Source: an optimization exercise on an open RTL-to-GDS flow (aim: small area, a short achievable clock period and few clock cycles). Production flows keep margins and buffers that such runs may drop.
Function was checked by simulation only, so behaviour that the tests miss may differ from the original.
Power figures rest on the tool's default switching activity, not on a simulated workload.

File: flow/design.v
module CHIP(clk,
            rst_n,
            mem_wen_D,
            mem_addr_D,
            mem_wdata_D,
            mem_rdata_D,
            mem_addr_I,
            mem_rdata_I
    );
    input         clk, rst_n ;
    output        mem_wen_D  ;   
    output [31:0] mem_addr_D ;   
    output [31:0] mem_wdata_D;   
    input  [31:0] mem_rdata_D;   
    output [31:0] mem_addr_I ;
    input  [31:0] mem_rdata_I;
    reg    [31:0] PC          ;              
    wire   [31:0] PC_nxt      ;              
    wire          regWrite    ;              
    wire   [ 4:0] rs1, rs2, rd;              
    wire   [31:0] rs1_data    ;              
    wire   [31:0] rs2_data    ;              
    wire   [31:0] rd_data     ;              
    wire [31:0] imme, imme_shifted;
    wire [ 6:0] opcode;
    wire [ 9:0] control;
    wire [ 1:0] ALUOp;
    wire [31:0] ALU_rs1, ALU_rs2;
    wire ALUSrc, MemtoReg, RegWrite, Branch, AUIPC;
    wire [ 3:0] ALU_ctrl;
    wire [31:0] ALU_result_single, ALU_result_multi, ALU_result;
    wire branch_ctrl;
    wire ready;
    wire multi;        
    wire Jal, Jalr;
    wire [ 1:0] mul_mode;   
    reg_file reg0(                           
        .clk(clk),                           
        .rst_n(rst_n),                       
        .wen(regWrite),                      
        .a1(rs1),                            
        .a2(rs2),                            
        .aw(rd),                             
        .d(rd_data),                         
        .q1(rs1_data),                       
        .q2(rs2_data));                      
    InstructionDecoder U0 (.instruction(mem_rdata_I), .opcode(opcode), .R1(rs1), .R2(rs2), .RD(rd));
    Control            U1 (.opcode(opcode), .control(control));
    ImmediateGenerator U2 (.In(mem_rdata_I), .Out(imme));
    ALUControl         U3 (.ALUOp(ALUOp), .funct7({mem_rdata_I[30], mem_rdata_I[25]}), .funct3(mem_rdata_I[14:12]), .Control(ALU_ctrl));
    ALU_Single_Cycle   U4 (.a(ALU_rs1), .b(ALU_rs2), .ALU_ctrl(ALU_ctrl), .ALU_result(ALU_result_single), .branch_ctrl(branch_ctrl));   
    ALU_Multi_Cycle    U5 (.clk(clk), .rst_n(rst_n), .valid(multi), .ready(ready), .mode(mul_mode), .in_A(rs1_data), .in_B(rs2_data), .out(ALU_result_multi));  
    assign mem_addr_I = PC;
    assign ALUSrc = control[9];
    assign MemtoReg = control[8];
    assign regWrite = (ready || control[7]);
    assign mem_wen_D = control[6];
    assign Branch = control[5];
    assign Jal = control[4];
    assign Jalr = control[3];
    assign AUIPC = control[2];
    assign ALUOp[1] = control[1];
    assign ALUOp[0] = control[0];
    assign ALU_rs1 = (Jal || Jalr || AUIPC) ? PC : rs1_data;
    assign ALU_rs2 = ALUSrc ? imme : ((Jal || Jalr) ? 32'd4 : rs2_data);
    assign multi = ((ALU_ctrl == 4'b0111 || ALU_ctrl == 4'b1000) && (!ready));
    assign mul_mode = (ALU_ctrl == 4'b1000) ? 2'd1 : 2'd0;
    assign ALU_result = (ready)? ALU_result_multi : ALU_result_single;
    assign rd_data = MemtoReg ? mem_rdata_D : ALU_result;
    assign PC_nxt = ((Branch && branch_ctrl) || Jal) ? (PC + imme_shifted) : (Jalr ? (rs1_data + imme) : (multi ? PC : PC + 32'd4));
    assign imme_shifted = imme << 1;
    assign mem_addr_D = ALU_result;
    assign mem_wdata_D = rs2_data;
    always @(posedge clk or negedge rst_n) begin
        if (!rst_n) begin
            PC <= 32'h00400000;  
        end
        else begin
            PC <= PC_nxt; 
        end
    end
endmodule
module InstructionDecoder(
 input  [31:0] instruction,
 output [6:0]  opcode,
 output [4:0]  R1,
 output [4:0]  R2,
 output [4:0]  RD
);
 assign opcode = instruction[6:0];
 assign R1     = instruction[19:15];
 assign R2     = instruction[24:20];
 assign RD     = instruction[11:7];
endmodule
module Control(
    input [6:0] opcode,
    output reg [9:0] control
);
    always @(*) begin
        case(opcode)
        7'b0110011 : control = 10'b0010000010;  
        7'b0010111 : control = 10'b1010000100;  
        7'b0100011 : control = 10'b1001000000;  
        7'b0000011 : control = 10'b1110000000;  
        7'b1100011 : control = 10'b0000100001;  
        7'b1100111 : control = 10'b0010001000;  
        7'b1101111 : control = 10'b0010010000;  
        7'b0010011 : control = 10'b1010000011;  
        default :    control = 10'b0000000000;
        endcase
    end
endmodule
module ImmediateGenerator(
    input [31:0] In,
    output reg [31:0] Out);
    always @(*) begin
        case(In[6:0]) 
            7'b0010111 : Out = {In[31:12], 12'b0};   
            7'b1101111 : Out = {{12{In[31]}} ,In[31], In[19:12], In[20], In[30:21]};  
            7'b1100111 : Out = {{20{In[31]}},In[31:20]}; 
            7'b1100011 : Out = {{20{In[31]}},In[31], In[7], In[30:25], In[11:8]};  
            7'b0000011 : Out = {{20{In[31]}},In[31:20]}; 
            7'b0100011 : Out = {{20{In[31]}},In[31:25],In[11:7]}; 
            7'b0010011 : 
                begin
                case (In[12])
                    1'b0 : Out = {{20{In[31]}},In[31:20]};
                    1'b1 : Out = {27'b0, In[24:20]};
                    default : Out = 32'b0;
                endcase                  
                end
            default : Out = {32'b0};
        endcase
    end
endmodule
module ALUControl(
    input [1:0] ALUOp,
    input [1:0]funct7,
    input [2:0] funct3, 
    output reg [3:0] Control
    );
    always @(*) begin
        case (ALUOp)
            2'b00 : Control = 4'b0000;  
            2'b01 : begin
                case(funct3)
                    3'b000 : Control = 4'b0010; 
                    3'b101 : Control = 4'b0011; 
                    default : Control = 4'bxxxx;
                endcase
            end
            2'b10 : begin 
                case({funct7,funct3})
                    5'b00000 : Control = 4'b0000; 
                    5'b10000 : Control = 4'b0010; 
                    5'b00100 : Control = 4'b0100; 
                    5'b01000 : Control = 4'b0111; 
                    5'b01100 : Control = 4'b1000; 
                    default : Control = 4'bxxxx;
                endcase
            end
            2'b11 : begin
                case(funct3)
                    3'b000 : Control = 4'b0000; 
                    3'b010 : Control = 4'b0001; 
                    3'b001 : Control = 4'b0110; 
                    3'b101 : Control = 4'b0101; 
                    default : Control = 4'bxxxx;
                endcase
            end
            default: Control = 4'bxxxx;
        endcase
    end
endmodule
module ALU_Single_Cycle(a, b, ALU_ctrl, ALU_result, branch_ctrl);
    input  [31:0] a, b;
    input  [ 3:0] ALU_ctrl;
    output reg [31:0] ALU_result;
    output branch_ctrl;
    parameter add  = 4'b0000;
    parameter slti = 4'b0001;
    parameter sub1 = 4'b0010;
    parameter sub2 = 4'b0011;
    parameter xor1 = 4'b0100;
    parameter srai = 4'b0101;
    parameter slli = 4'b0110;
    parameter mul  = 4'b0111;
    parameter auipc = 4'b1000;
    always @(*) begin
        case (ALU_ctrl)
            add:  ALU_result = a + b;
            sub1: ALU_result = a - b;
            xor1: ALU_result = a ^ b;
            srai: ALU_result = $signed(a) >>> b[4:0];
            slli: ALU_result = a << b[4:0];
            slti: ALU_result = ($signed(a) < $signed(b)) ? 32'b1 : 32'b0;              
            sub2: ALU_result = a - b;
            auipc: ALU_result = b + a;
            default: ALU_result = 32'b0;
        endcase
    end
    assign branch_ctrl = ((ALU_ctrl == sub1 && a == b) || (ALU_ctrl == sub2 && $signed(a) >= $signed(b)));
endmodule
module ALU_Multi_Cycle(clk, rst_n, valid, ready, mode, in_A, in_B, out);
    input         clk, rst_n;
    input         valid;
    input  [1:0]  mode;  
    output        ready;
    input  [31:0] in_A, in_B;
    output [63:0] out;
    parameter IDLE = 3'd0;
    parameter MUL  = 3'd1;
    parameter DIV  = 3'd2;
    parameter SHIFT = 3'd3;
    parameter AVG = 3'd4;
    parameter OUT  = 3'd5;
    reg  [ 2:0] state, state_nxt;
    reg  [ 4:0] counter, counter_nxt;
    reg  [63:0] shreg, shreg_nxt;
    reg  [31:0] alu_in, alu_in_nxt;
    reg  [32:0] alu_out;
    wire [63:0] out;
    assign out = shreg;
    assign ready = (state == OUT) ? 1 : 0;
    always @(*) begin
        case(state)
            IDLE: begin
                if      (valid == 0)              state_nxt = IDLE;
                else if (valid == 1 && mode == 0) state_nxt = MUL;
                else if (valid == 1 && mode == 1) state_nxt = DIV;
                else if (valid == 1 && mode == 2) state_nxt = SHIFT;
                else                              state_nxt = AVG;    
            end
            MUL :
                if (counter == 31) state_nxt = OUT;
                else               state_nxt = MUL;
            DIV :
                if (counter == 31) state_nxt = OUT;
                else               state_nxt = DIV;
            SHIFT :
                state_nxt = OUT;
            AVG : 
                state_nxt = OUT;
            OUT : 
                state_nxt = IDLE;
            default :
                state_nxt = IDLE;
        endcase
    end
    always @(*) begin
        if (state == MUL || state == DIV) counter_nxt = counter + 1'b1;
        else                              counter_nxt = 0; 
        end
    always @(*) begin
        case(state)
            IDLE: begin
                if (valid) alu_in_nxt = in_B;
                else       alu_in_nxt = 0;
            end
            OUT : alu_in_nxt = 0;
            default: alu_in_nxt = alu_in;
        endcase
    end
    wire [32:0] MUL_tmp;
    assign MUL_tmp = (shreg[0] == 1) ? (shreg[63:32] + alu_in) : shreg[63:32];
    always @(*) begin
        if      (state == MUL)   alu_out = MUL_tmp;
        else if (state == DIV)   alu_out = shreg[62:31] - alu_in;
        else                     alu_out = alu_in;
    end
    wire [32:0] AVG_tmp;
    wire [63:0] DIV_tmp;
    assign AVG_tmp = shreg[31:0] + alu_in;
    assign DIV_tmp = (alu_out[32] == 1) ? (shreg << 1) : {alu_out[31:0],shreg[30:0], 1'b1};
    always @(*) begin
        if      (state == IDLE && valid == 1) shreg_nxt = {32'b0, in_A};
        else if (state == MUL)                shreg_nxt = {alu_out, shreg[31:1]};
        else if (state == DIV)                shreg_nxt = DIV_tmp;
        else if (state == SHIFT)              shreg_nxt = {32'b0, shreg[31:0] >> alu_in[2:0]};
        else if (state == AVG)                shreg_nxt = {32'b0, AVG_tmp >> 1};
        else                                  shreg_nxt = 64'b0;
    end
    always @(posedge clk or negedge rst_n) begin
        if (!rst_n) begin
            state   <= IDLE;
            counter <= 0;
            alu_in  <= 0; 
            shreg   <= 0;
        end
        else begin
            state   <= state_nxt;
            counter <= counter_nxt;
            alu_in  <= alu_in_nxt;
            shreg   <= shreg_nxt;
        end
    end
endmodule
module reg_file(clk, rst_n, wen, a1, a2, aw, d, q1, q2);
    parameter BITS = 32;
    parameter word_depth = 32;
    parameter addr_width = 5;  
    input clk, rst_n, wen;  
    input [BITS-1:0] d;
    input [addr_width-1:0] a1, a2, aw;
    output [BITS-1:0] q1, q2;
    reg [BITS-1:0] mem [0:word_depth-1];
    reg [BITS-1:0] mem_nxt [0:word_depth-1];
    integer i;
    assign q1 = mem[a1];
    assign q2 = mem[a2];
    always @(*) begin
        for (i=0; i<word_depth; i=i+1)
            mem_nxt[i] = (wen && (aw == i)) ? d : mem[i];
    end
    always @(posedge clk or negedge rst_n) begin
        if (!rst_n) begin
            mem[0] <= 0;  
            for (i=1; i<word_depth; i=i+1) begin
                case(i)
                    32'd2: mem[i] <= 32'h7fffeffc;  
                    32'd3: mem[i] <= 32'h10008000;  
                    default: mem[i] <= 32'h0;
                endcase
            end
        end
        else begin
            mem[0] <= 0;
            for (i=1; i<word_depth; i=i+1)
                mem[i] <= mem_nxt[i];
        end
    end
endmodule
File: flow/run.sh
#!/bin/bash
# synth_recipe.tcl (not shown) runs the flow's synth.tcl, then flattens the netlist and writes it again
# the make line also repeats each setting of config.mk as NAME=value (left out here)
make -C /OpenROAD-flow-scripts/flow DESIGN_CONFIG=/design/flow/config.mk WORK_HOME=/design/flow/orfs CLKGATE_MAP_FILE= SYNTH_SCRIPT=/design/flow/synth_recipe.tcl finish
File: flow/config.mk
export PLATFORM = sky130hd
export DESIGN_NAME = CHIP
export DESIGN_NICKNAME = CHIP
export VERILOG_FILES = /design/flow/design.v
export SDC_FILE = /design/flow/constraint.sdc
export NUM_CORES = 8
export LEC_CHECK = 0
export CAP_MARGIN = 20
export CORE_MARGIN = 2
export CORE_UTILIZATION = 40
export SLEW_MARGIN = 20
File: flow/constraint.sdc
create_clock -name core_clock -period 16.5 [get_ports {clk}]
set_input_delay 3.3000 -clock core_clock [delete_from_list [all_inputs] [get_ports {clk}]]
set_output_delay 3.3000 -clock core_clock [all_outputs]
set_load 0.01 [all_outputs]
==> summary.txt <==
metrics by stage:
| stage | worst slack, ns | hold slack, ns | utilization [%] | power, mW | instance area (sq um) |
|---|---|---|---|---|---|
| 6_report | 0.185 | 0.472 | 45.6 | 8.26 | 85400 |
| 5_1_grt | 0.662 | 0.490 | 45.6 | 8.45 | 85300 |
| 4_1_cts | 0.982 | 0.473 | 45.5 | 8.17 | 85200 |
| 3_5_place_dp | 1.03 | 0.465 | 43.0 | 5.01 | 80600 |
| 3_3_place_gp | 0.624 | 0.446 | 43.0 | 4.99 | 80400 |
| 2_1_floorplan | 4.72 | 0.433 | - | 4.10 | 75100 |
flip-flops by register name (all words and copies together) (netlist names):
register / count
U5.state: 3
U5.counter: 5
U5.shreg: 64
U5.alu_in: 32
PC: 32
reg0.mem: 992
layout by cell type (no fill, tap or decap), types with 129 or more instances in the layout:
cell	n
clkdlybuf4s50_1	154
o21ai_0	890
and3_1	471
nor2_1	554
inv_1	161
ha_1	224
buf_4	369
nand3_1	190
a22oi_1	547
dfrtp_1	1096
a21oi_1	511
mux2i_1	129
clkbuf_16	136
nand2_1	1245
worst paths after layout:
check / startpoint / end / cells after the start
min reg2reg: U5.counter[0]$_DFF_PN0_ / U5.counter[0]$_DFF_PN0_ / 1
min: U5.counter[0]$_DFF_PN0_ / U5.counter[0]$_DFF_PN0_ / 1
max reg2reg: reg0.mem[26][18]$_DFFE_PN0P_ / reg0.mem[14][30]$_DFFE_PN0P_ / 19
max: mem_rdata_I[23] / mem_addr_D[30] / 19
max in group asynchronous: rst_n / reg0.mem[25][8]$_DFFE_PN0P_ / 4
min in group asynchronous: rst_n / reg0.mem[18][20]$_DFFE_PN0P_ / 1
worst reg2reg max path: cells and delay by family, from the launching register on:
kind                     cells  cell delay (ns)
AND/OR/NAND/NOR              9             3.10
adder cells (fa/ha/maj)      1             0.52
AO/OA/AOI/OAI                6             3.27
flip-flops                   1             0.42
buffers and inverters        3             0.95
area by class of cell:
cell class	count	area [sq um]	area share, %
well taps	2495	3120	3.66
multi-input cells	6954	43800	51.3
clock buffers	187	3840	4.50
inverters	173	656	0.768
repair buffers	554	4790	5.61
clock inverters	59	792	0.928
flip-flops and latches	1128	28300	33.1
diodes	32	80.1	0.0938
logic make-up after synthesis:
logic type	after synthesis	share of synthesized area [%]
compound gates	3168	27.8
flops	1128	37.6
mux	201	3.08
simple gates	3193	20.5
fa+ha+maj	231	3.92
buf+inv	946	5.25
xor+xnor	161	1.88
power by group through the flow:
| stage | sequential, mW | clock [mW] | combinational [mW] |
|---|---|---|---|
| final | 3.20 | 3.20 | 1.86 |
| after global routing | 3.20 | 3.31 | 1.95 |
| after CTS | 3.19 | 3.20 | 1.78 |
| after detailed placement | 3.24 | 0 | 1.78 |
| after global placement | 3.24 | 0 | 1.75 |
| after floorplan | 3.08 | 0 | 1.03 |
metal layers:
metal | share of wire [%] | global-route usage, % | routed length, um
met1 | 37 | 60.0 | 178000
met2 | 41 | 69.3 | 196000
met3 | 12 | 16.0 | 58600
met4 | 10 | 40.6 | 49500
met5 | 0.042 | 0.277 | 202
==> out/qor.yml <==
initial_utilization_pct: 40.1
clockRootBuffer: "clkbuf_16"
slowest_delay_ns: 0.98
fillers: 18500
worst_slew_pin_slew_ns: 1.29
synth.avg_cell_area_sq_um: 8.32
comb_power_share_pct: 22.5
io_pins: 163
grt_pass1_wl_mm: 650
syn_nets: 9325
drc_errors: 0
grt_pass1_vias: 75600
cts_tree: "yes"
die_h_um: 437
critPathBufInv: 3
switching_power_mw: 2.89
period_minus_slack_ns: 16.31
nets: 9242
p_int_mw: 5.37
finalMaxSlewViolations: 0
routed-via-count: 82500
synth_flop_cell: "dfrtp_1"
clock-sinks: 1128
ys_seq_area_share_pct: 37.6
path_delay_family: "simple AND/OR/NAND/NOR gates"
reg2reg_slack_ns: 8.13
relSlewSlack_pct: 13.7
rsz0062_at_grt: "false"
grt_max_degree: 159
hpwl_mm: 344
synth.most_common_cell: "nand2_1"
hold_viol: 0
synth_area_sq_mm: 0.0751
cts_setup_buffers: 0
h-tree-depth: 4
rows: 159
drt_iter0_drc: 14200
required_ns: 13.20
drive_above_1_share_pct: 11.0
dp.cells: 11300
critPathKind: "in -> out"
synth_seq_cells: 1128
avgRoutedWirePerCell_um: 41.6
power_frac_seq_pct: 38.8
ant_nets: 0
vias_per_cell: 7.13
p_leak_nw: 38.2
gr-total-overflow: 0
die_w_um: 437
dieArea_sq_mm: 0.191
ctsHoldBuffers: 0
worst_hold_path_type: "reg -> reg"
cts_resized: 0
cp-start-kind: "primary input"
finalWirelength_mm: 482
insertion_delay_ns: 0.87
synth_common_cells: "nand2_1 (1262), dfrtp_1 (1097), o21ai_0 (890)"
numPortBuffers: 162
final.setup.tns_ns: 0
path_max_fanout: 16
critPathArrivalTime_ns: 13.01
outcome: "no timing/DRC/antenna violations"
synth_cell_types: 122
crit_chain: "clkdlybuf4s50_1, or3b_2, nor2_4, buf_4, a22oi_1, nand4_1, or4_1, nand2_1, o21ai_0, ha_1, nor2_1, a21oi_1, nor3b_1, nor4b_1, or2_2, o21ai_0, nor4_1, a31oi_1, clkdlybuf4s50_1"
area_delta_synth_final_pct: 13.6
path_clk_slew_ns: 0.05
grt_antenna_before_repair: 35
numCtsBuffers: 134
drtPass1Iterations: 12
synth_top_area_share_pct: 36.5
maxCapViolCount: 0
layoutNonFillerInstCount: 11600
crit_path_end_kind: "primary output"
fmax_mhz: 61.3
synth_top_area_cell: "dfrtp_1"
ys_warn_count: 10
synth_edf_count: 0
core_area_sq_mm: 0.187
clockPowerShare_pct: 38.8
finalClockSkew_ns: 0.0914
synth.top_cells.by_area: "dfrtp_1 (37%), nand2_1 (6.3%), o21ai_0 (5.9%)"
gp_congestion: 1.09
async_reset_ff_share_pct: 100
finalCritPeriodShare_pct: 98.9
powerDensity_mw_per_mm2: 96.7
netlist_instances: 9028
cp_slowest_cell: "or4_1"
vdd_drop_max_mv: 0.102
cts_buffer_depth: 3
grtUsageTotal_pct: 48.8
setup_viol_count_final: 0
swShare_pct: 35.0
Testbench counts, summed over its fixed seeds: cycles 66,991.

## what the ideal ports hide
No port has a modelled driver above. Below, the same layout with a new extraction and two added sets of constraints. Step 1, drivers: a clkbuf_16 drives clk and a buf_2 each remaining input, both assumed. Step 2, shift: input delay + t, output delay - t, t = (earliest + latest rising clock arrival at the registers) / 2. This alone moves slack from input paths to output paths. Slacks: ideal ports / drivers / drivers and shift; pairs: ideal ports / drivers.
shift t [ns]: 0.916
setup WS [ns]: 0.185 / 0.155 / 0.155
worst hold slack (ns): 0.472 / 0.472 / 0.472
latest minus earliest clock arrival (ns): 0.092 / 0.092
worst register clock-pin slew, ns: 0.10 / 0.10
After both steps setup and hold are still met in this run. The setup slack of this run moves by -0.030 ns with the drivers and by -0.030 ns with both steps.
